Context: an optimization exercise on an open-source flow, tuned for small area. The choices shown serve that exercise and are no tape-out recipe.
For this run, only the layout was checked, not whether the RTL still works.
Power and IR drop assume default switching activity.

### design.v
`timescale 1ns / 1ps
module fruta(
	input clk,
	input init,
	input comer,
	input rst,
	output reg [10:0] fruitPositionX,
	output reg [10:0] fruitPositionY,
	output reg [2:0] Rfruta,
	output reg [2:0] Gfruta,
	output reg [1:0] Bfruta
    );
parameter FRUIT_BOX_WIDTH		  	= 10;
parameter Number_of_locationsX	= 80;
parameter Number_of_locationsY	= 60;
reg [10:0] randomX;
reg [10:0] randomY;
reg[6:0] posicionesX;
reg[5:0] posicionesY;
reg comido;
always @ (posedge clk)
	begin
		if (init)
			begin
				fruitPositionX <= 395;
				fruitPositionY <= 295;
				Rfruta <= 3'b111;
				Gfruta <= 3'b000;
				Bfruta <= 2'b00;
				comido <= 0;
			end
		else if (rst)
			begin
				fruitPositionX <= randomX;
				fruitPositionY <= randomY;
			end
		else
			begin
				if (comer == 0) begin
					comido <= 1;
				end else
					begin
						if (comido == 1)
							begin
								comido <= 0;
								fruitPositionX <= randomX;
								fruitPositionY <= randomY;
							end
					end
			end
	end
always @ (posedge clk)
	begin
		if (init)
			posicionesX <= 5;
		else if (posicionesX < 81)
			posicionesX <= posicionesX + 5;
		else
			posicionesX <= 0;
	end
always @ (posedge clk)
	begin
		if (init)
			posicionesY <= 5;
		else if (posicionesY < 61)
			posicionesY <= posicionesY + 3;
		else
			posicionesY <= 0;
	end
always @ (posedge clk)
	begin
		if (init)
			randomX <= 395;
		else if (posicionesX>=80)
			randomX <= 795;
		else if (posicionesX < 1)
			randomX <= 5;
		else
			randomX <= (posicionesX * 10) - 5;
	end
always @ (posedge clk)
	begin
		if (init)
			randomY <= 295;
		else if (posicionesY>=60)
			randomY <= 595;
		else if (posicionesY < 1)
			randomY <= 5;
		else
			randomY <= (posicionesY * 10) - 5;
	end
endmodule
`timescale 1ns / 1ps
module manejo_entradas(
	input clk,
	input rst,
	input arriba,
	input abajo,
	input izquierda,
	input derecha,
	input pausa,
	output reg [2:0] boton_pres
    );
reg nuevoboton;
reg [2:0] bp;
reg nb;
always @ (posedge clk)
	begin
		bp = boton_pres;
		nb = nuevoboton;
		if (rst) begin
			bp = 0;
			nb = 1;
		end
		else if (~arriba && ~abajo && ~izquierda && ~derecha && ~pausa) begin
			nb = 1;
			bp = 0;
		end
		else if (nb == 1) begin
			nb = 0;
			if (arriba) begin
				bp = 1;
			end else if (abajo) begin
				bp = 2;
			end else if (izquierda) begin
				bp = 3;
			end else if (derecha) begin
				bp = 4;
			end else if (pausa) begin
				bp = 5;
			end else begin
				bp = 0;
				end
		end
		boton_pres <= bp;
		nuevoboton <= nb;
	end
endmodule
`timescale 1ns / 1ps
module manejo_memoria(
    input clk,
	 input init,
	 input rst,
	 input LE,
	 input [2:0] boton_pres,  
	 output reg [2:0] memoria  
    );
reg [2:0] RAM [0:5];
reg [2:0] R [0:5];
reg [2:0] indice_encontrado;
integer contador;
reg insertado;
reg obteniendo;
reg obt;
reg encontrado;
reg [2:0] mem;
always @ (posedge clk)
	begin
		for (contador = 0; contador <= 5; contador = contador + 1)
			R[contador] = RAM[contador];
		mem = memoria;
		obt = obteniendo;
		insertado = 0;
		encontrado = 0;
		indice_encontrado = 7;
		if (init)
			begin
				obt = 0;
				mem = 0;
				for (contador = 0; contador <= 5; contador = contador + 1)
					R[contador] = 0;
			end
		else if (rst)
			begin
				mem = 0;
				R[0] = 0;
				R[1] = 0;
				R[2] = 0;
				R[3] = 0;
				R[4] = 0;
				R[5] = 0;
			end
		else
			if (LE == 1)
				begin
					obt = 1;
					insertado = 0;
					indice_encontrado = 7;
					if (boton_pres == 0)
						R[5] = 0;
					else
						for (contador = 5; contador >= 0; contador = contador - 1)
							begin
								if (R[contador] == boton_pres)
									begin
										indice_encontrado = contador;
									end
							end
						if (indice_encontrado == 7)
							begin
								for (contador = 5; contador >= 0; contador = contador - 1)
									if ((R[contador] == 0) && (insertado == 0))
										begin
											insertado = 1;
											R[contador] = boton_pres;
										end
							end
				end
			else
				begin
					if (obt == 1)
						begin
							encontrado = 0;
							obt = 0;
							for (contador = 5; contador >= 0; contador = contador - 1)
								begin
									if (encontrado == 0)
										begin
											if (R[contador] == 1) begin
												R[contador] = 0;
												encontrado = 1;
												mem = 1;
											end else if (R[contador] == 2) begin
												R[contador] = 0;
												encontrado = 1;
												mem = 2;
											end else if (R[contador] == 3) begin
												R[contador] = 0;
												encontrado = 1;
												mem = 3;
											end else if (R[contador] == 4) begin
												R[contador] = 0;
												encontrado = 1;
												mem = 4;
											end else if (R[contador] == 5) begin
												R[contador] = 0;
												encontrado = 1;
												mem = 5;
											end
										end
								end
							if (encontrado == 0)
								mem = 0;
						end
				end
		for (contador = 0; contador <= 5; contador = contador + 1)
			RAM[contador] <= R[contador];
		memoria <= mem;
		obteniendo <= obt;
	end
endmodule
`timescale 1ns / 1ps
module vga_800x600(input wire clk,
input wire init,
input wire en,
input wire clr,
output reg hsync,
output reg vsync,
output reg [10:0] PixelX,
output reg [10:0] PixelY,
output reg vidon
    );
parameter TotalHorizontalPixels = 11'd1040;
parameter HorizontalSyncWidth = 11'd120;
parameter VerticalSyncWidth = 11'd6;
parameter TotalVerticalLines = 11'd666;
parameter HorizontalBackPorchTime = 11'd184 ;
parameter HorizontalFrontPorchTime = 11'd984 ;
parameter VerticalBackPorchTime = 11'd43 ;
parameter VerticalFrontPorchTime = 11'd643;
reg VerticalSyncEnable;
reg [10:0] HorizontalCounter;
reg [10:0] VerticalCounter;
always @(posedge clk)
begin
	if(init == 1)
		begin
			HorizontalCounter <= 0;
			VerticalSyncEnable <= 0;
		end
	else if (en)
	begin
	if(clr == 1)
		HorizontalCounter <= 0;
	else
		begin
			if(HorizontalCounter == TotalHorizontalPixels - 1)
				begin  
					HorizontalCounter<=0;
					VerticalSyncEnable <= 1;
				end
			else
				begin
					HorizontalCounter<=HorizontalCounter+1;
					VerticalSyncEnable <=0;
				end
		end
	end
end
always @(*)
begin
	if((HorizontalCounter<HorizontalSyncWidth))
		hsync = 1;
	else
		hsync = 0;
end
always @(posedge clk)
begin
	if(init == 1)
		VerticalCounter<=0;
	else if (en)
	begin
	if(clr == 1)
		VerticalCounter<=0;
	else
	begin
		if(VerticalSyncEnable == 1)
			begin
				if(VerticalCounter==TotalVerticalLines-1)
					VerticalCounter<=0;
				else
					VerticalCounter<=VerticalCounter+1;
			end
	end
	end
end
always @(*)
begin
	if(VerticalCounter < VerticalSyncWidth)
		vsync = 1;
	else
		vsync = 0;
end
always @(posedge clk)
begin
	if (init == 1)
		begin
			vidon <= 0;
			PixelX<=0;
			PixelY<=0;
		end
	else if (en)
	begin
	if((HorizontalCounter<HorizontalFrontPorchTime) && (HorizontalCounter>HorizontalBackPorchTime) && (VerticalCounter<VerticalFrontPorchTime) && (VerticalCounter>VerticalBackPorchTime))
		begin
			vidon <= 1;
			PixelX<= HorizontalCounter - HorizontalBackPorchTime;
			PixelY<= VerticalCounter - VerticalBackPorchTime;
		end
	else
		begin
			vidon <= 0;
			PixelX<=0;
			PixelY<=0;
		end
	end
end
endmodule
`timescale 1ns / 1ps
module GameLogic(
							 input uclk,
							 input pix_en,
							 input mover,
							 input [10:0] PixelX,
							 input [10:0] PixelY,
							 input rst,
							 input [2:0] accion,
							 output reg [2:0] R,
							 output reg [2:0] G,
							 output reg [1:0] B,
							 output reg reset
							 );
	parameter PLAYER_BOX_WIDTH		  	= 10;
	parameter PLAYER_BOX_WIDTH_HALF	= PLAYER_BOX_WIDTH/2;
	parameter INITIAL_START_POS_X 	= 40;
	parameter INITIAL_START_POS_Y 	= 40;
	wire [10:0] fruitPositionX;
	wire [10:0] fruitPositionY;
	wire [2:0] Rfruta;
	wire [2:0] Gfruta;
	wire [1:0] Bfruta;
	reg comer;
	integer i;
	integer j;
	reg [10:0] stackX [0:40];
	reg [10:0] stackY [0:40];
	reg signed [10:0] UserCurrentPositionX;
	reg signed [10:0] UserCurrentPositionY;
	reg movido;
	reg estaCola;
	reg choque;
	integer ptr;
	reg [10:0] sX [0:40];
	reg [10:0] sY [0:40];
	reg signed [10:0] ux;
	reg signed [10:0] uy;
	reg rs;
	reg cm;
	reg mv;
	integer p;
	reg [2:0] r_n;
	reg [2:0] g_n;
	reg [1:0] b_n;
	 fruta Comida(
	 uclk,
	 rst,
	 comer,
	 reset,
	 fruitPositionX,
	 fruitPositionY,
	 Rfruta,
	 Gfruta,
	 Bfruta
	 );
	always @(posedge uclk)
		begin
		ux = UserCurrentPositionX;
		uy = UserCurrentPositionY;
		rs = reset;
		cm = comer;
		mv = movido;
		p = ptr;
		for (i = 0; i < 41; i = i + 1)
			begin
				sX[i] = stackX[i];
				sY[i] = stackY[i];
			end
		if (rst)
			begin
				ux = INITIAL_START_POS_X + PLAYER_BOX_WIDTH_HALF;
				uy = INITIAL_START_POS_X + PLAYER_BOX_WIDTH_HALF;
				rs = 1;
				p = -1;
				mv = 0;
				cm = 0;
				for ( i = 0; i < 41; i = i + 1)
					begin
						sX[i] = 11'b0;
						sY[i] = 11'b0;
					end
			end
		else
			begin
				rs = 0;
				if (mover == 0) begin
					mv = 1;
					cm = 0;
					rs = 0;
				end else
					if (mv == 1)
						begin
							mv = 0;
							begin
								if (accion != 0)
									begin
										if (ux == fruitPositionX && uy == fruitPositionY)
											begin
												cm = 1;
												if (p == 40)
													p = 40;
												else
													begin
														p = p + 1;
														sX[p] = ux;
														sY[p] = uy;
													end
											end
										else
											begin
												begin
													for (i = 0; i < 41; i = i + 1)
														begin
															if (i==40)	begin
																sX[i]=0;
																sY[i]=0;
															end else
																begin
																	sX[i]=sX[i+1];
																	sY[i]=sY[i+1];
																end
														end
												end
												if (p >= 0)
													begin
														sX[p] = ux;
														sY[p] = uy;
													end
											end
									end
								end
							if (accion == 2) begin
								uy = uy + PLAYER_BOX_WIDTH;
							end
							if (accion == 1) begin
								uy = uy - PLAYER_BOX_WIDTH;
							end
							if (accion == 4) begin
								ux = ux + PLAYER_BOX_WIDTH;
							end
							if (accion == 3) begin
								ux = ux - PLAYER_BOX_WIDTH;
							end
							choque = 0;
							for (i = 0; i < 41; i = i + 1)
								begin
									if (ux == sX[i] &&
										uy == sY[i])
										begin
											choque = 1;
										end
								end
							if (choque)
								begin
									ux = INITIAL_START_POS_X + PLAYER_BOX_WIDTH_HALF;
									uy = INITIAL_START_POS_X + PLAYER_BOX_WIDTH_HALF;
									rs = 1;
									p = -1;
									for ( i = 0; i<41; i = i + 1)
										begin
											sX[i] = 0;
											sY[i] = 0;
										end
								end
							if ($signed(uy) < $signed(1)) begin
									rs = 1;
									p = -1;
									for ( i = 0; i<41; i = i + 1)
										begin
											sX[i] = 0;
											sY[i] = 0;
										end
									ux = INITIAL_START_POS_X + PLAYER_BOX_WIDTH_HALF;
									uy = INITIAL_START_POS_X + PLAYER_BOX_WIDTH_HALF;
							end
							else if ($signed(uy) > $signed(599)) begin
									rs = 1;
									p = -1;
									for ( i = 0; i<41; i = i + 1)
										begin
											sX[i] = 0;
											sY[i] = 0;
										end
									ux = INITIAL_START_POS_X + PLAYER_BOX_WIDTH_HALF;
									uy = INITIAL_START_POS_X + PLAYER_BOX_WIDTH_HALF;
							end
							else if ($signed(ux) < $signed(1)) begin
									rs = 1;
									p = -1;
									for ( i = 0; i<41; i = i + 1)
										begin
											sX[i] = 0;
											sY[i] = 0;
										end
									ux = INITIAL_START_POS_X + PLAYER_BOX_WIDTH_HALF;
									uy = INITIAL_START_POS_X + PLAYER_BOX_WIDTH_HALF;
							end
							else if ($signed(ux) > $signed(799)) begin
									rs = 1;
									p = -1;
									for ( i = 0; i<41; i = i + 1)
										begin
											sX[i] = 0;
											sY[i] = 0;
										end
									ux = INITIAL_START_POS_X + PLAYER_BOX_WIDTH_HALF;
									uy = INITIAL_START_POS_X + PLAYER_BOX_WIDTH_HALF;
							end
						end
			end
		UserCurrentPositionX <= ux;
		UserCurrentPositionY <= uy;
		reset <= rs;
		comer <= cm;
		movido <= mv;
		ptr <= p;
		for (i = 0; i < 41; i = i + 1)
			begin
				stackX[i] <= sX[i];
				stackY[i] <= sY[i];
			end
	end
	always @(posedge uclk)
	begin
		r_n = R;
		g_n = G;
		b_n = B;
		if (rst)
		begin
			r_n = 3'b000;
			g_n = 3'b000;
			b_n = 2'b00;
		end
		else if (pix_en)
		begin
		if (PixelX >= (UserCurrentPositionX - PLAYER_BOX_WIDTH_HALF) &&
			 PixelX <= (UserCurrentPositionX + PLAYER_BOX_WIDTH_HALF) &&
			 PixelY >= (UserCurrentPositionY - PLAYER_BOX_WIDTH_HALF) &&
			 PixelY <= (UserCurrentPositionY + PLAYER_BOX_WIDTH_HALF))
		begin
			r_n = 3'b000;
			g_n = 3'b000;
			b_n = 2'b11;
		end
		else if (PixelX >= (fruitPositionX - PLAYER_BOX_WIDTH_HALF) &&
			 PixelX <= (fruitPositionX + PLAYER_BOX_WIDTH_HALF) &&
			 PixelY >= (fruitPositionY - PLAYER_BOX_WIDTH_HALF) &&
			 PixelY <= (fruitPositionY + PLAYER_BOX_WIDTH_HALF))
		begin
			r_n = Rfruta;
			g_n = Gfruta;
			b_n = Bfruta;
		end
		else
		begin
			estaCola = 0;
			for ( j = 40; j >= 0 ; j = j - 1)
				begin
					if (estaCola == 0)
						begin
						if (PixelX >= (stackX[j] - PLAYER_BOX_WIDTH_HALF) &&
							 PixelX <= (stackX[j] + PLAYER_BOX_WIDTH_HALF) &&
							 PixelY >= (stackY[j] - PLAYER_BOX_WIDTH_HALF) &&
							 PixelY <= (stackY[j] + PLAYER_BOX_WIDTH_HALF))
							begin
								if (stackX[j] > 0 || stackY[j] > 0)
									begin
										estaCola = 1;
										r_n = 3'b000;
										g_n = 3'b000;
										b_n = 2'b11;
									end
							end
						 end
				end
			if (estaCola == 0)
				begin
					r_n = 3'b111;
					g_n = 3'b111;
					b_n = 2'b11;
				end
		end
		end
		R <= r_n;
		G <= g_n;
		B <= b_n;
	end
endmodule
`timescale 1ns / 1ps
module maquina_estados(
	 input clk,  
	 input rst,  
	 input arriba,
	 input abajo,
	 input izquierda,
	 input derecha,
	 input pausa,
	 output hsync,
	 output vsync,
	 output reg [2:0] RED,
	 output reg [2:0] GREEN,
	 output reg [1:0] BLUE
	 );
	parameter TICK = 1000;  
	reg [2:0] accion;  
	parameter Inicio=0, MArr=1, MAba=2, MIzq=3, MDer=4, PArr=5, PAba=6, PDer=7, PIzq= 8;  
	reg [3:0] e_actual;  
	reg [3:0] e_siguiente;  
	wire [2:0] memoria;  
	wire [2:0] boton_pres;  
	reg LE;
	reg mover;
	reg cambiarestado;
	reg [24:0] clk_counter;
	reg clk_50mhz;
	wire pix_en = ~clk_50mhz;  
	wire hsync_out;
	wire vsync_out;
	wire vidon;
	wire [10:0] PixelX;
	wire [10:0] PixelY;
	wire [2:0] RObtenido;
	wire [2:0] GObtenido;
	wire [1:0] BObtenido;
	wire reset;
	reg [2:0] ac;
	reg [3:0] ea;
	reg [3:0] es;
	reg le_n;
	reg mv_n;
	reg ce_n;
	assign hsync = ~hsync_out;
	assign vsync = ~vsync_out;
	manejo_entradas entradas(
	clk,
	rst,
	arriba,
	abajo,
	izquierda,
	derecha,
	pausa,
	boton_pres
    );
	manejo_memoria memoria_movimiento(
   clk,
	rst,
	reset,
	LE,
	boton_pres,  
	memoria  
    );
	 vga_800x600 controlador(
	 .clk(clk),
	 .init(rst),
	 .en(pix_en),
	 .clr(reset),
	 .hsync(hsync_out),
	 .vsync(vsync_out),
	 .PixelX(PixelX),
	 .PixelY(PixelY),
	 .vidon(vidon)
	 );
	 GameLogic pintador(
	 clk,
	 pix_en,
	 mover,
	 PixelX,
	 PixelY,
	 rst,
	 accion,
	 RObtenido,
	 GObtenido,
	 BObtenido,
	 reset
	 );
	always @ (posedge clk)
	   begin
			ac = accion;
			ea = e_actual;
			es = e_siguiente;
			le_n = LE;
			mv_n = mover;
			ce_n = cambiarestado;
			if (rst == 1)
				begin
					ac = 0;
					ea = Inicio;
					es = Inicio;
					le_n = 1;
					mv_n = 0;
					ce_n = 0;
				end
			else if(reset == 1)
			   begin
				   ea = Inicio;
					le_n = 1;
				end
			else
				begin
					mv_n = 0;
					le_n = 1;
					if (clk_counter >= TICK) begin
						ce_n = 1;
					end else if (ce_n == 1)
						begin
							ce_n = 0;
						   le_n = 0;
							case(ea)
								Inicio:begin
									case(memoria)
										0,5:  
											begin
												ac = 0;
												es=Inicio;
											end
										1:  
											begin
												ac = 1;
												es=MArr;
											end
										2:  
											begin
												ac = 2;
												es=MAba;
											end
										3:  
											begin
												ac = 3;
												es=MIzq;
											end
										4:  
											begin
												ac = 4;
												es=MDer;
											end
										default:es=Inicio;
									endcase
								end
								MArr:begin
									case(memoria)
										0,1,2:  
											begin
												ac = 1;  
												es=MArr;
											end
										3:  
											begin
												ac = 3;
												es=MIzq;
											end
										4:  
											begin
												ac = 4;
												es=MDer;
											end
										5:  
											begin
												ac = 0;  
												es=PArr;
											end
										default:es=Inicio;
									endcase
									end
								MAba:begin
									case(memoria)
										0,1,2:  
											begin
												ac = 2;  
												es=MAba;
											end
										3:  
											begin
												ac = 3;
												es=MIzq;
											end
										4:  
											begin
												ac = 4;
												es=MDer;
											end
										5:  
											begin
												ac = 0;  
												es=PAba;
											end
										default:es=Inicio;
									endcase
									end
								MIzq:begin
									case(memoria)
										0,3,4:  
											begin
												ac = 3;  
												es=MIzq;
											end
										1:  
											begin
												ac = 1;
												es=MArr;
											end
										2:  
											begin
												ac = 2;
												es=MAba;
											end
										5:  
											begin
												ac = 0;  
												es=PIzq;
											end
										default:es=Inicio;
									endcase
									end
								MDer:begin
									case(memoria)
										0,3,4:  
											begin
												ac = 4;  
												es=MDer;
											end
										1:  
											begin
												ac = 1;
												es=MArr;
											end
										2:  
											begin
												ac = 2;
												es=MAba;
											end
										5:  
											begin
												ac = 0;  
												es=PDer;
											end
										default:es=Inicio;
									endcase
									end
								PArr:begin
									case(memoria)
										0,1,2,3,4:  
											begin
												ac = 0;  
												es=PArr;
											end
										5:  
											begin
												ac = 1;
												es=MArr;
											end
										default:es=Inicio;
									endcase
									end	
								PAba:begin
									case(memoria)
										0,1,2,3,4:  
											begin
												ac = 0;  
												es=PAba;
											end
										5:  
											begin
												ac = 2;
												es=MAba;
											end
										default:es=Inicio;
									endcase
									end	
								PIzq:begin
									case(memoria)
										0,1,2,3,4:  
											begin
												ac = 0;  
												es=PIzq;
											end
										5:  
											begin
												ac = 3;
												es=MIzq;
											end
										default:es=Inicio;
									endcase
									end
								PDer:begin
									case(memoria)
										0,1,2,3,4:  
											begin
												ac = 0;  
												es=PDer;
											end
										5:  
											begin
												ac = 4;
												es=MDer;
											end
										default:es=Inicio;
									endcase
									end	
								default: es=Inicio; 
							endcase
							ea = es;
							mv_n = 1;
						end
				end
			accion <= ac;
			e_actual <= ea;
			e_siguiente <= es;
			LE <= le_n;
			mover <= mv_n;
			cambiarestado <= ce_n;
		end
		always @(posedge clk)
	 begin
			if (rst)
				clk_50mhz <= 0;
			else
				clk_50mhz <= ~clk_50mhz;
	 end
	always @(posedge clk)
	begin
		if (rst || reset) begin
			clk_counter <= 0;
		end else if (clk_counter >= 0 && clk_counter < TICK + 100) begin
			clk_counter <= clk_counter + 1;
		end else
			begin
				clk_counter <= 0;
			end
	end
	always @(posedge clk)
	 begin
		if (rst)
			begin
			RED[2:0] <= 3'b000;
			GREEN[2:0] <= 3'b000;
			BLUE[1:0] <= 2'b00;
			end
		else if (pix_en)
		begin
		if (vidon)
			begin
				RED[2:0] <= RObtenido;
				GREEN[2:0] <= GObtenido;
				BLUE[1:0] <= BObtenido;
			end
		else
			begin
			RED[2:0] <= 3'b000;
			GREEN[2:0] <= 3'b000;
			BLUE[1:0] <= 2'b00;
			end
		end
	 end
endmodule
### run.sh
#!/bin/bash
# synth_recipe.tcl (not shown) runs the flow's synth.tcl, then flattens the netlist and writes it again
# the make line also repeats each setting of config.mk as NAME=value (left out here)
make -C /OpenROAD-flow-scripts/flow DESIGN_CONFIG=/design/flow/config.mk WORK_HOME=/design/flow/orfs CLKGATE_MAP_FILE= SYNTH_SCRIPT=/design/flow/synth_recipe.tcl finish
### config.mk
export PLATFORM = sky130hd
export DESIGN_NAME = maquina_estados
export DESIGN_NICKNAME = maquina_estados
export VERILOG_FILES = /design/flow/design.v
export SDC_FILE = /design/flow/constraint.sdc
export NUM_CORES = 8
export LEC_CHECK = 0
export CAP_MARGIN = 20
export CORE_MARGIN = 2
export CORE_UTILIZATION = 25
export GPL_ROUTABILITY_DRIVEN = 1
export PLACE_DENSITY = 0.4
export SLEW_MARGIN = 20
### constraint.sdc
create_clock -name core_clock -period 12.0 [get_ports {clk}]
set_input_delay 2.4000 -clock core_clock [delete_from_list [all_inputs] [get_ports {clk}]]
set_output_delay 2.4000 -clock core_clock [all_outputs]
set_load 0.01 [all_outputs]
==> flow_metrics.py <==
metrics = {
    "outcome": {
        "run_status": "no timing/DRC/antenna violations",
    },
    "power": {
        "power.internal_uw": 7050,
        "peakVddDrop_mv": 0.0979,
        "clkPwrFrac_pct": 56.1,
        "swShare_pct": 28.1,
        "powerDensity_nw_per_um2": 58.3,
        "p_switching_uw": 2750,
        "seqPwrFrac_pct": 39.5,
        "p_leak_uw": 0.0697,
        "combPwrFrac_pct": 4.5,
    },
    "clocking": {
        "post_cts_buffers": 0,
        "cts.clk_slew.worst_paths_ns": 0.06,
        "numCtsBuffers": 166,
        "clockBufferDepth": 4,
        "cts_max_level": 4,
        "clockRootBuffer": "clkbuf_16",
        "cts_hold_buffers": 0,
        "cts_tree": "done",
        "clkLatencyLatePin_ns": 1.00,
        "cts_sinks": 1137,
        "cts.repair.resized": 0,
    },
    "critical_path": {
        "required_ns": 12.90,
        "arrival_ns": 12.22,
        "start_kind": "flip-flop",
        "crit_type": "flip-flop to flip-flop",
        "endpoint_kind": "flip-flop",
        "rr_startpoint": "pintador.UserCurrentPositionX[5]$_SDFFE_PP1P_",
        "path_buf_inv": 3,
        "path_cells": "xor2_1, nor4_1, nand3_4, buf_4, nor2_4, buf_4, a21oi_1, buf_4, o221ai_1, xnor2_1, nor4_1, nand3_1, or4_1, o2111ai_1, nor4_2, nand4_4, or4_2, nor2_4, a22o_1",
        "r2r_end": "pintador.stackY[26][4]$_SDFFE_PP0P_",
        "path_common_cell": "buf_4",
        "rrSetupSlack_ns": 0.67,
        "critPathSlowestCell": "or4_2",
        "crit_fanout": 23,
        "path_delay_family": "simple AND/OR/NAND/NOR gates",
        "crit_path_max_incr_delay_ns": 1.50,
        "r2r_cells": 19,
    },
    "logic_synthesis": {
        "async_flop_share_pct": 0,
        "synth-edff-count": 0,
        "synth_area_um2": 152000,
        "synth_top_family_by_area": "compound AO/OA/AOI/OAI gates",
        "post_synth_xor_area_fraction_pct": 14.4,
        "ys_ff_latch": 1137,
        "synth_cell_type_count": 112,
        "synth.most_common_cell": "ha_1",
        "ys_top_cells_by_count": "ha_1, nor2_1, a21oi_1",
        "synth_fa_ha_area_share_pct": 17.3,
        "synth_cells": 20915,
        "yosysTopAreaCell": "ha_1",
        "synth_area_leaders": "ha_1, dfxtp_1, xnor2_1",
        "seq_area_frac_synth_pct": 15.0,
        "yosys_warnings": 12,
        "synth_top_area_share_pct": 17.3,
        "dominantRegCellSynth": "dfxtp_1",
        "avgSynthCellArea_um2": 7.27,
        "yosys.area_share.simple_pct": 20.1,
        "synth_mux_area_share_pct": 0.598,
        "synth_compound_area_share_pct": 26.6,
    },
    "finish": {
        "multi_input_area_um2": 121000,
        "drive_gt1_share_pct": 6.58,
        "nNetsFinal": 22039,
        "regArea_um2": 22900,
        "instances_no_fill": 28228,
        "syn2layout_area_growth_pct": 10.5,
        "fill_cells": 66817,
    },
    "die": {
        "io_pins": 17,
        "rows": 286,
        "chipWidth_um": 784,
        "initial_utilization_pct": 25.1,
        "die_y_um": 784,
        "die_area_um2": 614000,
        "coreArea_um2": 606000,
    },
    "route": {
        "dr.pass1.iters": 9,
        "totalWireLength_um": 1030000,
        "post_drt_wl_per_cell_um": 36.4,
        "ant_nets": 0,
        "viasPerCell": 6.11,
        "num_vias": 172575,
        "initialDrtViolationCount": 24359,
        "drc": 0,
    },
    "timing": {
        "hold_ws_ns": 0.432,
        "setup_tns_ns": 0,
        "fmax_ghz": 0.0883,
        "worst_slew_pin_slew_ns": 1.40,
        "fin_crit_ns": 11.33,
        "period_share_pct": 94.4,
        "clock_skew_ns": 0.0852,
        "finalSetupViolations": 0,
        "maxSlewViolCount": 0,
        "finalHoldViolations": 0,
        "rsz0062_at_grt": "no",
        "relSlewSlack_pct": 6.35,
    },
    "worst_hold_path": {
        "hold_class": "flip-flop to flip-flop",
        "whs_path_depth": 2,
        "min_from": "pintador.Comida.randomY[7]$_SDFF_PP0_",
        "min_to": "pintador.Comida.fruitPositionY[7]$_SDFFE_PP0P_",
    },
    "global_route": {
        "grtUsageTotal_pct": 31.8,
        "grt_first_pass_wirelength_um": 1380000,
        "grt_pass1_vias": 156827,
        "grt_max_degree": 144,
        "grt_antenna_before_repair": 155,
        "overflow": 0,
    },
    "placed_design": {
        "globalplace.congestion": 1.02,
        "placed_cells": 27819,
        "port-buffer-count": 16,
        "dp_hpwl_um": 733000,
    },
    "flow_run": {
        "maxCapViolCount": 0,
    },
}
[power by group through the flow]
stage	sequential [µW]	clock, µW	combinational [µW]
floorplan	3910	0	305
global placement	3950	0	423
detailed placement	3950	0	424
CTS	3860	5480	427
global route	3870	5600	469
finish	3870	5490	438
[worst min-delay path, stage by stage, from the launching register on]
cell     delay [ns]
dfxtp_1        0.30
nand2_1        0.05
a21oi_1        0.05
[registers in the layout, summed over array words and instances, names as in the netlist, 18 cells and up]
register	cells
clk_counter	25
pintador.ptr	32
memoria_movimiento.RAM	18
pintador.stackX	451
pintador.stackY	451
[cell usage in the layout, fill, tap and decap left out, types with 168 or more instances in the layout]
cell type,count
a22oi_1,231
nor2b_1,273
o21a_1,381
xor2_1,932
nand2b_1,269
nand2_1,1451
o22ai_1,350
nor2_1,1851
xnor2_1,1532
inv_1,471
dfxtp_1,1094
a21o_1,584
o211ai_1,201
ha_1,2104
nor4_1,354
o21ai_0,1419
nand3_1,612
nand4_1,384
o221ai_1,210
buf_4,616
a21oi_1,1707
clkbuf_16,168
a211oi_1,211
nor3_1,581
[metrics by stage]
step | worst slack [ns] | area, µm² | util (%) | total power (µW)
6_report | 0.674 | 168000 | 27.7 | 9790
3_3_place_gp | 1.74 | 162000 | 26.7 | 4370
5_1_grt | 1.34 | 168000 | 27.7 | 9930
3_5_place_dp | 1.62 | 162000 | 26.7 | 4370
4_1_cts | 1.56 | 168000 | 27.6 | 9770
2_1_floorplan | 6.27 | 152000 | - | 4220
[kinds of logic (layout without fill, tap and decap cells)]
group,count (synthesis),in the layout
buffers and inverters,2345,1474
xor gates and xnor gates,2490,2490
other,1,121
DFF,1137,1137
adders and majority gates,2106,2106
and+or+nand+nor,6405,6405
muxes,90,90
AOI/OAI and AO/OA,6341,6341
[worst max path at each step]
stage,cells after the start,end,startpoint
after global placement,19,pintador.stackY[22][1]$_SDFFE_PP0P_,pintador.UserCurrentPositionX[5]$_SDFFE_PP1P_
final,19,pintador.stackY[26][4]$_SDFFE_PP0P_,pintador.UserCurrentPositionX[5]$_SDFFE_PP1P_
after detailed placement,19,pintador.stackY[26][4]$_SDFFE_PP0P_,pintador.UserCurrentPositionX[5]$_SDFFE_PP1P_
after CTS,19,pintador.stackY[26][4]$_SDFFE_PP0P_,pintador.UserCurrentPositionX[5]$_SDFFE_PP1P_
after floorplan,23,pintador.stackY[25][2]$_SDFFE_PP0P_,pintador.UserCurrentPositionX[2]$_SDFFE_PP1P_
after global routing,19,pintador.stackY[26][4]$_SDFFE_PP0P_,pintador.UserCurrentPositionX[5]$_SDFFE_PP1P_
[routing by layer]
layer | vias up | routed length (µm) | part of all wire, % | track usage (%)
met2 | 11426 | 411000 | 40 | 45.7
li1 | 73791 | - | - | -
met1 | 84072 | 410000 | 40 | 40.5
met4 | 76 | 89900 | 8.8 | 22.6
met3 | 3210 | 115000 | 11 | 9.10
met5 | - | 554 | 0.054 | 0.0235
[cell type report]
cell class / count / area share (%)
Clock buffer: 234 / 2.87
Sequential cell: 1137 / 13.6
Clock inverter: 65 / 0.498
Tap cell: 8064 / 6.01
Antenna cell: 107 / 0.159
Multi-Input combinational cell: 17446 / 72.3
Inverter: 494 / 1.12
Timing Repair Buffer: 681 / 3.41

==> separate check: timing with driven ports <==
How much do the figures lean on ideal ports? The routed layout below was timed once more, with nothing changed but the port constraints.
Step 1: set_driving_cell puts a clkbuf_16 on clk and a buf_2 on each other input, an assumption about the parent block.
Step 2 moves the port delays by t, midway between the first and last clock arrival at a register: inputs arrive t later, outputs are due t later. That takes back most of the time a late clock gives input paths.
a / b / c = ideal ports / drivers / drivers and shift; a / b = the first two.
shift t [ns]: 1.077
setup WS [ns]: 0.674 / 0.674 / 0.674
worst register clock-pin slew, ns: 0.08 / 0.08
worst slew at a driven data input, ns: 0.05
cell pins on the clock port's net: 1
After both steps setup and hold are still met in this run. For this run, drivers alone change the setup slack by 0.000 ns; drivers and shift together by 0.000 ns.
